This is an optimization exercise on Yosys and OpenROAD, whose aim is small area and a short achievable clock period, not a production implementation.
At most, simulation tests tie the RTL to the original design; equivalence was not proved.
The flow treats the clock pin as an ideal source, which a real chip does not have.

==> job 4914: inputs <==
==> flow/design.v <==
`timescale 1ns / 1ps
module Converter #(parameter INPUT_WIDTH = 16,
                   parameter OUTPUT_WIDTH = 64)(
    input[INPUT_WIDTH-1:0] data,
    input sop,
    input eop,
    input rst,
    input clk,
    output[OUTPUT_WIDTH-1:0] number,
    output valid,
    output error
    );
    localparam IDLE = 0;
    localparam WORKING = 1;
    localparam RESULT = 2;
    reg[INPUT_WIDTH-1:0] decimal_st1;
    reg[INPUT_WIDTH-1:0] base;
    reg sop_st1;
    reg eop_st1;
    reg rst_sync;
    reg err;
    reg err_next;
    reg[OUTPUT_WIDTH-1:0] result;
    wire[OUTPUT_WIDTH-1:0] result_next;
    reg[1:0] state;
    reg[1:0] state_next;
    always @(posedge clk or posedge rst)
        begin
            if (rst)
                rst_sync <= 1'b1;
            else
                rst_sync <= 1'b0;
        end
    always @(posedge clk or posedge rst_sync)
        begin
            if (rst_sync)
                begin
                    state <= IDLE;
                    sop_st1 <= 'b0;
                    eop_st1 <= 1'b0;
                    result <= 'd0;
                    err <= 1'b0;
                    base <= 'd0;
                    decimal_st1 <= 'd0;
                end
            else
                begin
                    state <= state_next;
                    result <= result_next;
                    sop_st1 <= sop;
                    eop_st1 <= eop;
                    err <= err_next;
                    if (sop)
                        decimal_st1 <= data;
                    else
                        decimal_st1 <= data - 48;
                    if (sop_st1)
                        base <= decimal_st1;
                end
        end
    always @(*)
        begin
            state_next = IDLE;
            case(state)
            IDLE: state_next = sop_st1?WORKING:IDLE;
            WORKING: state_next = eop_st1?RESULT:WORKING;
            RESULT: state_next = sop_st1?WORKING:IDLE;
            default: state_next = state;
            endcase
        end
    always @(*)
        begin
            err_next = err;
            if (state != WORKING)
                err_next = 'b0;
            else if (decimal_st1 >= base)
                err_next = 'b1;
            else
                err_next = err;
        end
    assign valid = (state==RESULT)?'b1:'b0;
    assign result_next = (state==WORKING)?result*base+decimal_st1:'d0;
    assign number = result;
    assign error = err;  
endmodule
==> flow/run.sh <==
#!/bin/bash
# synth_recipe.tcl (not shown) runs the flow's synth.tcl, then flattens the netlist and writes it again
# the make line also repeats each setting of config.mk as NAME=value (left out here)
make -C /OpenROAD-flow-scripts/flow DESIGN_CONFIG=/design/flow/config.mk WORK_HOME=/design/flow/orfs CLKGATE_MAP_FILE= SYNTH_SCRIPT=/design/flow/synth_recipe.tcl finish
==> flow/config.mk <==
export PLATFORM = sky130hd
export DESIGN_NAME = Converter
export DESIGN_NICKNAME = Converter
export VERILOG_FILES = /design/flow/design.v
export SDC_FILE = /design/flow/constraint.sdc
export NUM_CORES = 8
export LEC_CHECK = 0
export CAP_MARGIN = 20
export CORE_MARGIN = 2
export CORE_UTILIZATION = 40
export SLEW_MARGIN = 20
==> flow/constraint.sdc <==
create_clock -name core_clock -period 8.5 [get_ports {clk}]
set_input_delay 1.7000 -clock core_clock [delete_from_list [all_inputs] [get_ports {clk}]]
set_output_delay 1.7000 -clock core_clock [all_outputs]
set_load 0.01 [all_outputs]
==> job 1807 (differences from job 4914) <==
==> flow/design.v, changed modules only <==
module Converter #(parameter INPUT_WIDTH = 16,
                   parameter OUTPUT_WIDTH = 64)(
    input[INPUT_WIDTH-1:0] data,
    input sop,
    input eop,
    input rst,
    input clk,
    output[OUTPUT_WIDTH-1:0] number,
    output valid,
    output error
    );
    localparam W = OUTPUT_WIDTH;
    reg sop_d;       
    reg eop_d;       
    reg vld;         
    reg [3:0] base;
    reg t1_1, t1_2, t1_3;        
    reg t2_0, t2_1, t2_n;        
    reg first;                   
    reg [3:0] dig;
    reg dig_ok;
    reg [W-1:0] acc;
    reg err;
    wire hi_ok = (data[INPUT_WIDTH-1:4] == 3);
    wire ch_ok = hi_ok && (data[3:0] < base);
    always @(posedge clk or posedge rst)
        if (rst) begin
            sop_d <= 1'b0;
            eop_d <= 1'b0;
            vld <= 1'b0;
        end else begin
            sop_d <= sop;
            eop_d <= eop;
            vld <= eop_d;
        end
    always @(posedge clk) begin
        if (sop)
            base <= data[3:0];
        t1_1 <= !sop_d && (base == 2 || base == 3);
        t1_2 <= !sop_d && (base == 4 || base == 5 || base == 6);
        t1_3 <= !sop_d && (base == 7 || base == 8 || base == 9 || base == 10);
        t2_0 <= !sop_d && (base == 3 || base == 5 || base == 9);
        t2_1 <= !sop_d && (base == 6 || base == 10);
        t2_n <= !sop_d && (base == 7);
        first <= sop_d;
        dig <= data[3:0];
        dig_ok <= ch_ok;
    end
    wire [W-1:0] sh1 = {acc[W-2:0], 1'b0};
    wire [W-1:0] sh2 = {acc[W-3:0], 2'b0};
    wire [W-1:0] sh3 = {acc[W-4:0], 3'b0};
    wire [W-1:0] T1 = ({W{t1_1}} & sh1) | ({W{t1_2}} & sh2) | ({W{t1_3}} & sh3);
    wire [W-1:0] T2 = ({W{t2_0}} & acc) | ({W{t2_1}} & sh1) | ({W{t2_n}} & ~acc);
    always @(posedge clk) begin
        acc <= T1 + T2 + {{(W-4){1'b0}}, dig} + {{(W-1){1'b0}}, t2_n};
        err <= (!first && err) || !dig_ok;
    end
    assign number = acc;
    assign valid = vld;
    assign error = err;
endmodule
==> comparison table <==
metric	job 1807	job 4914
Number of vias after detailed routing	8245	23500
DR iter-0 viols	956	1215
Number of sinks handled by clock tree synthesis	84	102
Result of the run	timing/DRC/antenna clean	timing/DRC/antenna clean
Starting utilization of the core area	40.4%	40.2%
Flop2flop setup slack	3870 ps	1220 ps
Number of sequential cells in the layout	84	102
Netlist area before placement	8440 µm²	32200 µm²
Well-Tap Cells	275	1060
Die outline area	22300 µm²	82800 µm²
Destination of the critical timing path	acc[60]	result[63]
Capture instance of the worst register-to-register path	acc[60]	result[63]
Instance count of the mapped netlist	1082	3701
Only the layout flow was run in job 1807; the RTL was not checked for function there.

========
==> 12-18: inputs <==
Converter, a different RTL version from the one above (not shown whole).
Settings: LEC_CHECK=0, CAP_MARGIN=20, CORE_MARGIN=2, CORE_UTILIZATION=40, CTS_BUF_LIST=sky130_fd_sc_hd__clkbuf_4 sky130_fd_sc_hd__clkbuf_8, SETUP_SLACK_MARGIN=5, SLEW_MARGIN=20, SYNTH_HIERARCHICAL=1; clock period 8.5 ns.
standard.sh (not shown) runs the stock make flow with config.mk's settings and CLKGATE_MAP_FILE= SYNTH_SCRIPT=/design/flow/synth_recipe.tcl, a recipe that flattens the netlist after the stock synthesis.
==> flow/flow/run.sh <==
#!/bin/bash
# Own layout flow: the standard synthesis unchanged, then the standard ORFS
# layout steps with one difference: the port buffers are buf_1 cells instead
# of the default choice. Each tool's output goes to a log file here.
set -euo pipefail
W=$(pwd)
R=$W/orfs/results/$FLOW_PLATFORM/Converter/base

bash standard.sh synth > synth.log 2>&1

# the flow settings from config.mk, passed on make's command line as standard.sh does
args=()
while read -r kw k eq v; do
  [[ "$kw" == export && "$eq" == "=" ]] || continue
  case "$k" in
    PLATFORM|DESIGN_NAME|DESIGN_NICKNAME|VERILOG_FILES|SDC_FILE|NUM_CORES|LEC_CHECK) ;;
    *) args+=("$k=$v") ;;
  esac
done < config.mk

make -C "$FLOW_HOME" DESIGN_CONFIG="$W/config.mk" WORK_HOME="$W/orfs" CLKGATE_MAP_FILE= \
  SYNTH_SCRIPT="$W/synth_recipe.tcl" "${args[@]}" \
  "BUFFER_PORTS_ARGS=-buffer_cell sky130_fd_sc_hd__buf_1" finish > layout.log 2>&1

: # left out here: write the final layout as DEF
==> 12-22: changes against 12-18 <==
==> flow/flow/run.sh (replaced) <==
#!/bin/bash
# Own layout flow. Differences from the standard layout:
#  1. synthesis reads design_gates.v, a copy of design.v in which each one-gate
#     cell module (Converter_<gate>) instantiates the matching sky130 cell
#     (flow/gatemap.py), so the adder keeps the gate structure the RTL spells
#     out; the rest goes through the standard flow's synthesis script (synth_recipe.tcl)
#     unchanged, so the registers and their names are the standard ones;
#  2. the port buffers are buf_1 cells;
#  3. timing repair aims at a setup slack of 5.3 ns (a 3.2 ns period), more
#     than config.mk's settings allow.
# Each tool's output goes to a log file in this folder.
set -euo pipefail
W=$(pwd)
R=$W/orfs/results/$FLOW_PLATFORM/Converter/base

python3 flow/gatemap.py design.v design_gates.v > gatemap.log 2>&1

# the flow settings from config.mk, passed on make's command line as standard.sh does
args=()
while read -r kw k eq v; do
  [[ "$kw" == export && "$eq" == "=" ]] || continue
  case "$k" in
    PLATFORM|DESIGN_NAME|DESIGN_NICKNAME|VERILOG_FILES|SDC_FILE|NUM_CORES|LEC_CHECK) ;;
    *) args+=("$k=$v") ;;
  esac
done < config.mk

make -C "$FLOW_HOME" DESIGN_CONFIG="$W/config.mk" WORK_HOME="$W/orfs" CLKGATE_MAP_FILE= \
  SYNTH_SCRIPT="$W/synth_recipe.tcl" "${args[@]}" VERILOG_FILES="$W/design_gates.v" \
  synth > synth.log 2>&1

make -C "$FLOW_HOME" DESIGN_CONFIG="$W/config.mk" WORK_HOME="$W/orfs" CLKGATE_MAP_FILE= \
  SYNTH_SCRIPT="$W/synth_recipe.tcl" "${args[@]}" VERILOG_FILES="$W/design_gates.v" \
  "BUFFER_PORTS_ARGS=-buffer_cell sky130_fd_sc_hd__buf_1" SETUP_SLACK_MARGIN=5.3 finish > layout.log 2>&1

: # left out here: write the final layout as DEF
==> flow/flow/gatemap.py (new file) <==
#!/usr/bin/env python3
"""Rewrite design.v for synthesis: each one-gate cell module Converter_<gate>
(assign y = <function>;) gets the matching sky130 cell instead of its assign,
so synthesis keeps exactly the gate netlist the RTL spells out.
usage: gatemap.py IN OUT"""
import re, sys

P = 'sky130_fd_sc_hd__'
MAP = {
    'inv':    ('inv_1',    {'a': 'A', 'y': 'Y'}),
    'nand2':  ('nand2_1',  {'a': 'A', 'b': 'B', 'y': 'Y'}),
    'nor2':   ('nor2_1',   {'a': 'A', 'b': 'B', 'y': 'Y'}),
    'nor2b':  ('nor2b_1',  {'a': 'A', 'bn': 'B_N', 'y': 'Y'}),
    'xor2':   ('xor2_1',   {'a': 'A', 'b': 'B', 'y': 'X'}),
    'xnor2':  ('xnor2_1',  {'a': 'A', 'b': 'B', 'y': 'Y'}),
    'a21oi':  ('a21oi_1',  {'a1': 'A1', 'a2': 'A2', 'b': 'B1', 'y': 'Y'}),
    'o21ai':  ('o21ai_1',  {'a1': 'A1', 'a2': 'A2', 'b': 'B1', 'y': 'Y'}),
    'a222oi': ('a222oi_1', {'a1': 'A1', 'a2': 'A2', 'b1': 'B1', 'b2': 'B2',
                            'c1': 'C1', 'c2': 'C2', 'y': 'Y'}),
}

src = open(sys.argv[1]).read()
n = [0]

def sub(m):
    kind, ports, body = m.group(1), m.group(2), m.group(3)
    if kind not in MAP:
        return m.group(0)
    cell, pins = MAP[kind]
    names = re.findall(r'(?:input|output)\s+(\w+)', ports)
    assert sorted(names) == sorted(pins), (kind, names)
    conns = ', '.join(f'.{pins[p]}({p})' for p in names)
    n[0] += 1
    return f'module Converter_{kind} ({ports});\n    {P}{cell} g ({conns});\nendmodule'

out = re.sub(r'module Converter_(\w+) \(([^)]*)\);\n(.*?)\nendmodule', sub, src, flags=re.S)
open(sys.argv[2], 'w').write(out)
print(f'gatemap: {n[0]} cell modules mapped')
==> comparison <==
Against 12-18, the worst setup slack of 12-22 is better by 0.20 ns.
Between 12-22 and 12-18, the lower final area is in 12-22 (gap 6.5%, measured against 12-18).
Between 12-22 and 12-18, the lower first-iteration DRC count is in 12-18 (gap 4.3%, measured against 12-18).
Against 12-22, the global-route usage of 12-18 is lower by 1.2 points.

========
==> job 4110 <==
Converter, a different RTL version from the one above (not shown whole).
export LEC_CHECK = 0
export CAP_MARGIN = 20
export CORE_MARGIN = 2
export CORE_UTILIZATION = 40
export CTS_BUF_LIST = sky130_fd_sc_hd__clkbuf_4 sky130_fd_sc_hd__clkbuf_8
export SETUP_SLACK_MARGIN = 5
export SLEW_MARGIN = 20
export SYNTH_HIERARCHICAL = 1
create_clock -name core_clock -period 8.5 [get_ports {clk}]
==> flow/flow/run.sh <==
#!/bin/bash
# Own layout flow. Differences from the standard layout:
#  1. synthesis reads design_gates.v, a copy of design.v in which each one-gate
#     cell module (Converter_<gate>) instantiates the matching sky130 cell
#     (flow/gatemap.py), so the adder keeps the gate structure the RTL spells
#     out; the rest goes through the standard flow's synthesis script (synth_recipe.tcl)
#     unchanged, so the registers and their names are the standard ones;
#  2. the port buffers are buf_1 cells;
#  3. timing repair aims at a setup slack of 5.3 ns (a 3.2 ns period), more
#     than config.mk's settings allow;
#  4. after clock tree synthesis, flow/skew.tcl gives the six multiplier-select
#     registers their own clock buffer off the clock port, one buffer level
#     earlier than the other registers (skew on register-to-register paths
#     only: these registers neither read inputs nor drive outputs).
# Each tool's output goes to a log file in this folder.
set -euo pipefail
W=$(pwd)
R=$W/orfs/results/$FLOW_PLATFORM/Converter/base

python3 flow/gatemap.py design.v design_gates.v > gatemap.log 2>&1

# the flow settings from config.mk, passed on make's command line as standard.sh does
args=()
while read -r kw k eq v; do
  [[ "$kw" == export && "$eq" == "=" ]] || continue
  case "$k" in
    PLATFORM|DESIGN_NAME|DESIGN_NICKNAME|VERILOG_FILES|SDC_FILE|NUM_CORES|LEC_CHECK) ;;
    *) args+=("$k=$v") ;;
  esac
done < config.mk

make -C "$FLOW_HOME" DESIGN_CONFIG="$W/config.mk" WORK_HOME="$W/orfs" CLKGATE_MAP_FILE= \
  SYNTH_SCRIPT="$W/synth_recipe.tcl" "${args[@]}" VERILOG_FILES="$W/design_gates.v" \
  synth > synth.log 2>&1

make -C "$FLOW_HOME" DESIGN_CONFIG="$W/config.mk" WORK_HOME="$W/orfs" CLKGATE_MAP_FILE= \
  SYNTH_SCRIPT="$W/synth_recipe.tcl" "${args[@]}" VERILOG_FILES="$W/design_gates.v" \
  "BUFFER_PORTS_ARGS=-buffer_cell sky130_fd_sc_hd__buf_1" SETUP_SLACK_MARGIN=5.3 \
  POST_CTS_TCL="$W/flow/skew.tcl" finish > layout.log 2>&1

: # left out here: write the final layout as DEF
Other scripts of this flow, unchanged in this note and not shown: flow/flow/gatemap.py, flow/flow/skew.tcl
==> inputs of job 4711, as changes to job 4110 <==
--- a/flow/flow/run.sh
+++ b/flow/flow/run.sh
@@ -12,5 +12,7 @@
 #     registers their own clock buffer off the clock port, one buffer level
 #     earlier than the other registers (skew on register-to-register paths
-#     only: these registers neither read inputs nor drive outputs).
+#     only: these registers neither read inputs nor drive outputs);
+#  5. clock tree synthesis inserts no dummy loads (CTS_ARGS below is ORFS's
+#     default argument list plus -dont_use_dummy_load).
 # Each tool's output goes to a log file in this folder.
 set -euo pipefail
@@ -37,5 +39,7 @@
   SYNTH_SCRIPT="$W/synth_recipe.tcl" "${args[@]}" VERILOG_FILES="$W/design_gates.v" \
   "BUFFER_PORTS_ARGS=-buffer_cell sky130_fd_sc_hd__buf_1" SETUP_SLACK_MARGIN=5.3 \
-  POST_CTS_TCL="$W/flow/skew.tcl" finish > layout.log 2>&1
+  POST_CTS_TCL="$W/flow/skew.tcl" \
+  "CTS_ARGS=-sink_clustering_enable -repair_clock_nets -buf_list {sky130_fd_sc_hd__clkbuf_4 sky130_fd_sc_hd__clkbuf_8} -dont_use_dummy_load" \
+  finish > layout.log 2>&1
 
 : # left out here: write the final layout as DEF
==> impl_metrics.csv <==
group,metric,value,unit
timing,skew,0.233,ns
worst_setup_path,crit_arrival,3.27,ns
timing,worst-slew-pin-transition,0.513,ns
status,status,"finished clean",
timing,layout_setup_ws,5.51,ns
worst_setup_path,setup.worst_path.end,"acc[11]$_DFF_P_",
timing,period_share,35.2,%
route,wl_met2,7.54,mm
timing,min_period,2.99,ns
clocking,clkSlewWorstSetupHoldPaths,0.08,ns
# the run above: job 4711

==> impl_metrics.csv <==
group,metric,value,unit
timing,layout_setup_ws,5.50,ns
timing,min_period,3.00,ns
clocking,clkSlewWorstSetupHoldPaths,0.09,ns
timing,worst-slew-pin-transition,0.520,ns
timing,skew,0.235,ns
global_routing,grt_use_met3,3.44,%
floorplanning,io_pins,86,
worst_setup_path,crit_arrival,3.30,ns
status,status,"finished clean",
worst_setup_path,setup.worst_path.end,"acc[27]$_DFF_P_",
# the run above: job 4110

## re-timing with driven ports
In the flow no input, the clock included, has a driving cell. The finished layouts below were timed again as built, in two steps. Step 1, drivers: a clkbuf_16 drives clk and a buf_2 each remaining input, both assumed. Step 2 times the ports against the registers' clock, not the clock port: input delays grow and output delays shrink by t, the midpoint of the rising clock arrivals with the driver on. Three values: ideal ports, drivers, drivers and shift; two values: the first two.
run | t, ns | slack for setup (ns) | worst hold slack (ns) | latest minus earliest clock arrival (ns) | worst data-port slew with drivers (ns)
job 4914 | 0.415 | 1.217 / 1.217 / 1.217 | 0.289 / 0.289 / 0.289 | 0.017 / 0.017 | 0.03
job 1807 | 0.393 | 3.871 / 3.871 / 3.871 | 0.349 / 0.349 / 0.349 | 0.009 / 0.009 | 0.03
12-18 | 0.421 | 5.197 / 5.197 / 5.197 | 0.382 / 0.382 / 0.382 | 0.007 / 0.007 | 0.03
12-22 | 0.424 | 5.402 / 5.402 / 5.402 | 0.368 / 0.368 / 0.368 | 0.009 / 0.010 | 0.03
job 4110 | 0.292 | 5.502 / 5.502 / 5.295 | 0.388 / 0.388 / 0.388 | 0.234 / 0.235 | 0.03
job 4711 | 0.290 | 5.507 / 5.507 / 5.303 | 0.383 / 0.383 / 0.383 | 0.234 / 0.233 | 0.03
After both steps every run listed still meets setup and hold. The setup slack of job 4110, which loses most, moves by 0.000 ns with the drivers and by -0.207 ns with both steps.
